What follows belongs to an exercise in optimizing a design on an open flow for small area; a production flow would make more cautious choices. Function was checked by simulation only, so behaviour that the tests miss may differ from the original. No activity file was given, so power comes from the tool's default toggle rates.

==> module adc_fsm, before the edit <==
module adc_fsm ( clk, rst, start_fsm, stop_sampling, samplingInProcess, configInProcess, CSnot, SCLK, SSTRB,
                 DIN, DOUT, ADC_ValueCH1, ADC_ValueCH2, ADC_ValueCH3 , sample_updated );
input             clk;
input             rst;
input             start_fsm;
input             stop_sampling;
input             DOUT;
output            SSTRB;
output            DIN;
output            SCLK;
output            CSnot;
output            samplingInProcess;
output            configInProcess;
output reg [15:0] ADC_ValueCH1;
output reg [15:0] ADC_ValueCH2;
output reg [15:0] ADC_ValueCH3;
output            sample_updated;
localparam [3:0] J_A = 4'd0,
                 J_B = 4'd1,
                 J_C1 = 4'd2,
                 J_C2 = 4'd3,
                 J_C3 = 4'd4,
                 J_D0 = 4'd5,
                 J_D1 = 4'd6,
                 J_E1 = 4'd7,
                 J_S1 = 4'd12,
                 J_S2 = 4'd13,
                 J_S3 = 4'd14,
                 J_E2 = 4'd15;
localparam [6:0] T_DONE = 7'd34,
                 T_IDLE = 7'd35,
                 T_W0   = 7'd37,
                 T_W1   = 7'd38,
                 T_WEND = 7'd127;
reg  [3:0] js;
reg  [1:0] stc;       
reg  [6:0] t;
reg  [2:0] cw;        
wire done_spi = (t == T_DONE);
wire waiting  = (t >= T_W0);
always @(posedge clk)
  if (rst || stop_sampling)
    js <= J_A;
  else
    case (js)
      J_A:  if (start_fsm) js <= J_B;
      J_B:  js <= J_C1;
      J_C1: if (done_spi) js <= J_C2;
      J_C2: if (done_spi) js <= J_C3;
      J_C3: if (done_spi) js <= J_D0;
      J_D0: js <= J_D1;
      J_D1: js <= J_E1;
      J_E1: js <= J_S1;
      J_S1: if (done_spi) js <= J_S2;
      J_S2: if (done_spi) js <= J_S3;
      J_S3: if (t == T_WEND) js <= J_E2;
      J_E2: js <= J_S1;
      default: js <= J_A;
    endcase
always @(posedge clk)
  if (rst)
    stc <= 2'd0;
  else if (!stop_sampling)
    stc <= (js == J_B) ? 2'd1 :
           ((js == J_C1) & done_spi) ? 2'd2 :
           ((js == J_C2) & done_spi) ? 2'd3 : 2'd0;
assign configInProcess   = (js == J_C1) | (js == J_C2) | (js == J_C3) | (js == J_D0) | (js == J_D1) | (js == J_E1);
assign samplingInProcess = (js == J_S1) | (js == J_S2) | (js == J_S3) | (js == J_E2);
assign sample_updated    = (t == T_W1);
assign SSTRB             = 1'b0;
wire idle  = (t == T_IDLE) | done_spi;
wire sts   = ((js == J_S1) | (js == J_S2) | (js == J_S3)) & (t == T_IDLE);
wire start = idle & ((stc != 2'd0) | sts);
always @(posedge clk)
  if (rst)
    t <= T_IDLE;
  else if (idle)
    t <= start ? 7'd0 : (done_spi & (js == J_S3) & ~stop_sampling) ? T_W0 : T_IDLE;
  else if ((waiting & stop_sampling) | (t == T_WEND))
    t <= T_IDLE;
  else
    t <= t + 7'd1;
always @(posedge clk)
  if (idle)
    cw <= (stc != 2'd0) ? {1'b1, stc == 2'd2, stc == 2'd3} : {1'b0, js == J_S2, js == J_S3};
wire t_end = (t == 7'd32) | (t == 7'd33);    
assign SCLK  = (t >= 7'd1) & (t <= 7'd32);
reg nq;
assign DIN   = nq & (t <= 7'd8);
assign CSnot = (t >= 7'd34) | (t_end & nq);
always @(negedge clk)
  nq <= ~rst & ((t == 7'd0) | ((t == 7'd2) & cw[0]) | ((t == 7'd3) & cw[1]) |
                ((t == 7'd6) | (t == 7'd7)) & cw[2] | t_end);
wire shift_in = SCLK;
reg        dout_n;    
reg [15:0] ring1, ring2, ring3;
always @(negedge clk)
  dout_n <= DOUT;
always @(posedge clk) begin
  ring1 <= {ring1[14:0], ((js == J_S1) & shift_in) ? dout_n : ring1[15]};
  ring2 <= {ring2[14:0], ((js == J_S2) & shift_in) ? dout_n : ring2[15]};
  ring3 <= {ring3[14:0], ((js == J_S3) & shift_in) ? dout_n : ring3[15]};
end
wire [2:0] ld_g, ld_h;
wire w0 = (t == T_W0);
adc_fsm_load u_load1 (.ld(w0), .rst(rst), .ld_g(ld_g[0]), .ld_h(ld_h[0]));
adc_fsm_load u_load2 (.ld(w0), .rst(rst), .ld_g(ld_g[1]), .ld_h(ld_h[1]));
adc_fsm_load u_load3 (.ld(w0), .rst(rst), .ld_g(ld_g[2]), .ld_h(ld_h[2]));
wire [15:0] ch1_new = {ring1[9:0], ring1[15:10]};
wire [15:0] ch2_new = {ring2[5:0], ring2[15:6]};
wire [15:0] ch3_new = {ring3[1:0], ring3[15:2]};
always @(posedge clk) begin
  ADC_ValueCH1 <= ({16{ld_g[0]}} & ch1_new) | ({16{ld_h[0]}} & ADC_ValueCH1);
  ADC_ValueCH2 <= ({16{ld_g[1]}} & ch2_new) | ({16{ld_h[1]}} & ADC_ValueCH2);
  ADC_ValueCH3 <= ({16{ld_g[2]}} & ch3_new) | ({16{ld_h[2]}} & ADC_ValueCH3);
end
endmodule
Settings: LEC_CHECK=0, CAP_MARGIN=0, CORE_MARGIN=2, CORE_UTILIZATION=65, SLEW_MARGIN=0, SYNTH_HIERARCHICAL=1, SYNTH_MINIMUM_KEEP_SIZE=0; clock period 8.0 ns.
standard.sh (not shown) runs the stock make flow with config.mk's settings and CLKGATE_MAP_FILE= SYNTH_SCRIPT=/design/flow/synth_recipe.tcl, a recipe that flattens the netlist after the stock synthesis.
==> flow/flow/run.sh <==
#!/bin/bash
# Layout flow: the standard.sh (ORFS from synthesis to the final layout) with
#  - synthesis: the standard synthesis script, but ABC maps the combinational
#    logic with an area-oriented script (flow/my_synth.tcl, flow/abc_area.script);
#  - ports buffered with the smallest buffer (buf_1);
#  - clock tree synthesis with CTS_BUFS and no dummy loads.
# make's full output goes to flow_make.log in this folder; ORFS's per-step logs are
# under orfs/logs/.
set -euo pipefail
HERE="$(cd "$(dirname "${BASH_SOURCE[0]}")" && pwd)"
CTS_BUFS="sky130_fd_sc_hd__clkbuf_4"
export BUFFER_PORTS_ARGS="-buffer_cell sky130_fd_sc_hd__buf_1"
export CTS_ARGS="-sink_clustering_enable -repair_clock_nets -buf_list $CTS_BUFS -dont_use_dummy_load"
bash standard.sh SYNTH_SCRIPT="$HERE/my_synth.tcl" finish > flow_make.log 2>&1
==> flow/flow/abc_area.script <==
&get -n
&st
&deepsyn -T 60 -S 5
&dch -f
&nf -a -R 1000
&put
==> flow/flow/my_synth.tcl <==
# The standard synthesis (synth_recipe.tcl, in the folder above) with two changes
# to the mapping of the combinational logic, neither of which touches the registers
# (dfflibmap, and everything before it, is exactly the standard synthesis's):
#  - adders are not pre-mapped to half/full adder cells (ADDER_MAP_FILE empty), so ABC
#    maps the counter's incrementer with the rest of the logic;
#  - ABC uses the area-oriented script abc_area.script beside this file instead of
#    ORFS's speed script.
set my_flow_dir [file dirname [file normalize [info script]]]
set ::env(ADDER_MAP_FILE) ""
proc abc {args} {
  set i [lsearch -exact $args -script]
  if {$i >= 0} { lset args [expr {$i + 1}] [file join $::my_flow_dir abc_area.script] }
  yosys abc {*}$args
}
source [file join $my_flow_dir .. synth_recipe.tcl]
Rerun with:
--- a/flow/design.v
+++ b/flow/design.v
@@ -13,74 +13,70 @@
 output            samplingInProcess;
 output            configInProcess;
 output reg [15:0] ADC_ValueCH1;
 output reg [15:0] ADC_ValueCH2;
 output reg [15:0] ADC_ValueCH3;
 output            sample_updated;
-localparam [3:0] J_A = 4'd0,
-                 J_B = 4'd1,
-                 J_C1 = 4'd2,
-                 J_C2 = 4'd3,
-                 J_C3 = 4'd4,
-                 J_D0 = 4'd5,
-                 J_D1 = 4'd6,
-                 J_E1 = 4'd7,
-                 J_S1 = 4'd12,
-                 J_S2 = 4'd13,
-                 J_S3 = 4'd14,
-                 J_E2 = 4'd15;
+localparam [2:0] J_A  = 3'd0,    
+                 J_B  = 3'd1,    
+                 J_C1 = 3'd2,    
+                 J_C2 = 3'd3,
+                 J_C3 = 3'd4,    
+                 J_S1 = 3'd5,    
+                 J_S2 = 3'd6,
+                 J_S3 = 3'd7;    
 localparam [6:0] T_DONE = 7'd34,
                  T_IDLE = 7'd35,
-                 T_W0   = 7'd37,
-                 T_W1   = 7'd38,
-                 T_WEND = 7'd127;
-reg  [3:0] js;
+                 T_W0   = 7'd36,
+                 T_W1   = 7'd37,
+                 T_CEND = 7'd125,
+                 T_LAST = 7'd127;
+reg  [2:0] js;
 reg  [1:0] stc;       
 reg  [6:0] t;
 reg  [2:0] cw;        
 wire done_spi = (t == T_DONE);
 wire waiting  = (t >= T_W0);
+wire last     = (t == T_LAST);
 always @(posedge clk)
   if (rst || stop_sampling)
     js <= J_A;
   else
     case (js)
       J_A:  if (start_fsm) js <= J_B;
       J_B:  js <= J_C1;
       J_C1: if (done_spi) js <= J_C2;
       J_C2: if (done_spi) js <= J_C3;
-      J_C3: if (done_spi) js <= J_D0;
-      J_D0: js <= J_D1;
-      J_D1: js <= J_E1;
-      J_E1: js <= J_S1;
+      J_C3: if (last) js <= J_S1;
       J_S1: if (done_spi) js <= J_S2;
       J_S2: if (done_spi) js <= J_S3;
-      J_S3: if (t == T_WEND) js <= J_E2;
-      J_E2: js <= J_S1;
+      J_S3: if (last) js <= J_S1;
       default: js <= J_A;
     endcase
 always @(posedge clk)
   if (rst)
     stc <= 2'd0;
   else if (!stop_sampling)
     stc <= (js == J_B) ? 2'd1 :
            ((js == J_C1) & done_spi) ? 2'd2 :
            ((js == J_C2) & done_spi) ? 2'd3 : 2'd0;
-assign configInProcess   = (js == J_C1) | (js == J_C2) | (js == J_C3) | (js == J_D0) | (js == J_D1) | (js == J_E1);
-assign samplingInProcess = (js == J_S1) | (js == J_S2) | (js == J_S3) | (js == J_E2);
+assign configInProcess   = (js == J_C1) | (js == J_C2) | (js == J_C3);
+assign samplingInProcess = (js == J_S1) | (js == J_S2) | (js == J_S3);
 assign sample_updated    = (t == T_W1);
 assign SSTRB             = 1'b0;
 wire idle  = (t == T_IDLE) | done_spi;
 wire sts   = ((js == J_S1) | (js == J_S2) | (js == J_S3)) & (t == T_IDLE);
 wire start = idle & ((stc != 2'd0) | sts);
 always @(posedge clk)
   if (rst)
     t <= T_IDLE;
   else if (idle)
-    t <= start ? 7'd0 : (done_spi & (js == J_S3) & ~stop_sampling) ? T_W0 : T_IDLE;
-  else if ((waiting & stop_sampling) | (t == T_WEND))
+    t <= start ? 7'd0 :
+         (done_spi & ~stop_sampling & (js == J_S3)) ? T_W0 :
+         (done_spi & ~stop_sampling & (js == J_C3)) ? T_CEND : T_IDLE;
+  else if ((waiting & stop_sampling) | last)
     t <= T_IDLE;
   else
     t <= t + 7'd1;
 always @(posedge clk)
   if (idle)
     cw <= (stc != 2'd0) ? {1'b1, stc == 2'd2, stc == 2'd3} : {1'b0, js == J_S2, js == J_S3};
Effect: Synthesized cell count goes up by 0.39%. Final cell count hardly moves. Synthesized area decreases by 0.31%. Hold slack gains 13 ps. Die area barely changes. Worst setup slack is worse by 9.0 ps. Critical path depth does not change. Global-route usage fell by 0.37 points. Clock power is about the same. Power went down by 2.3%.
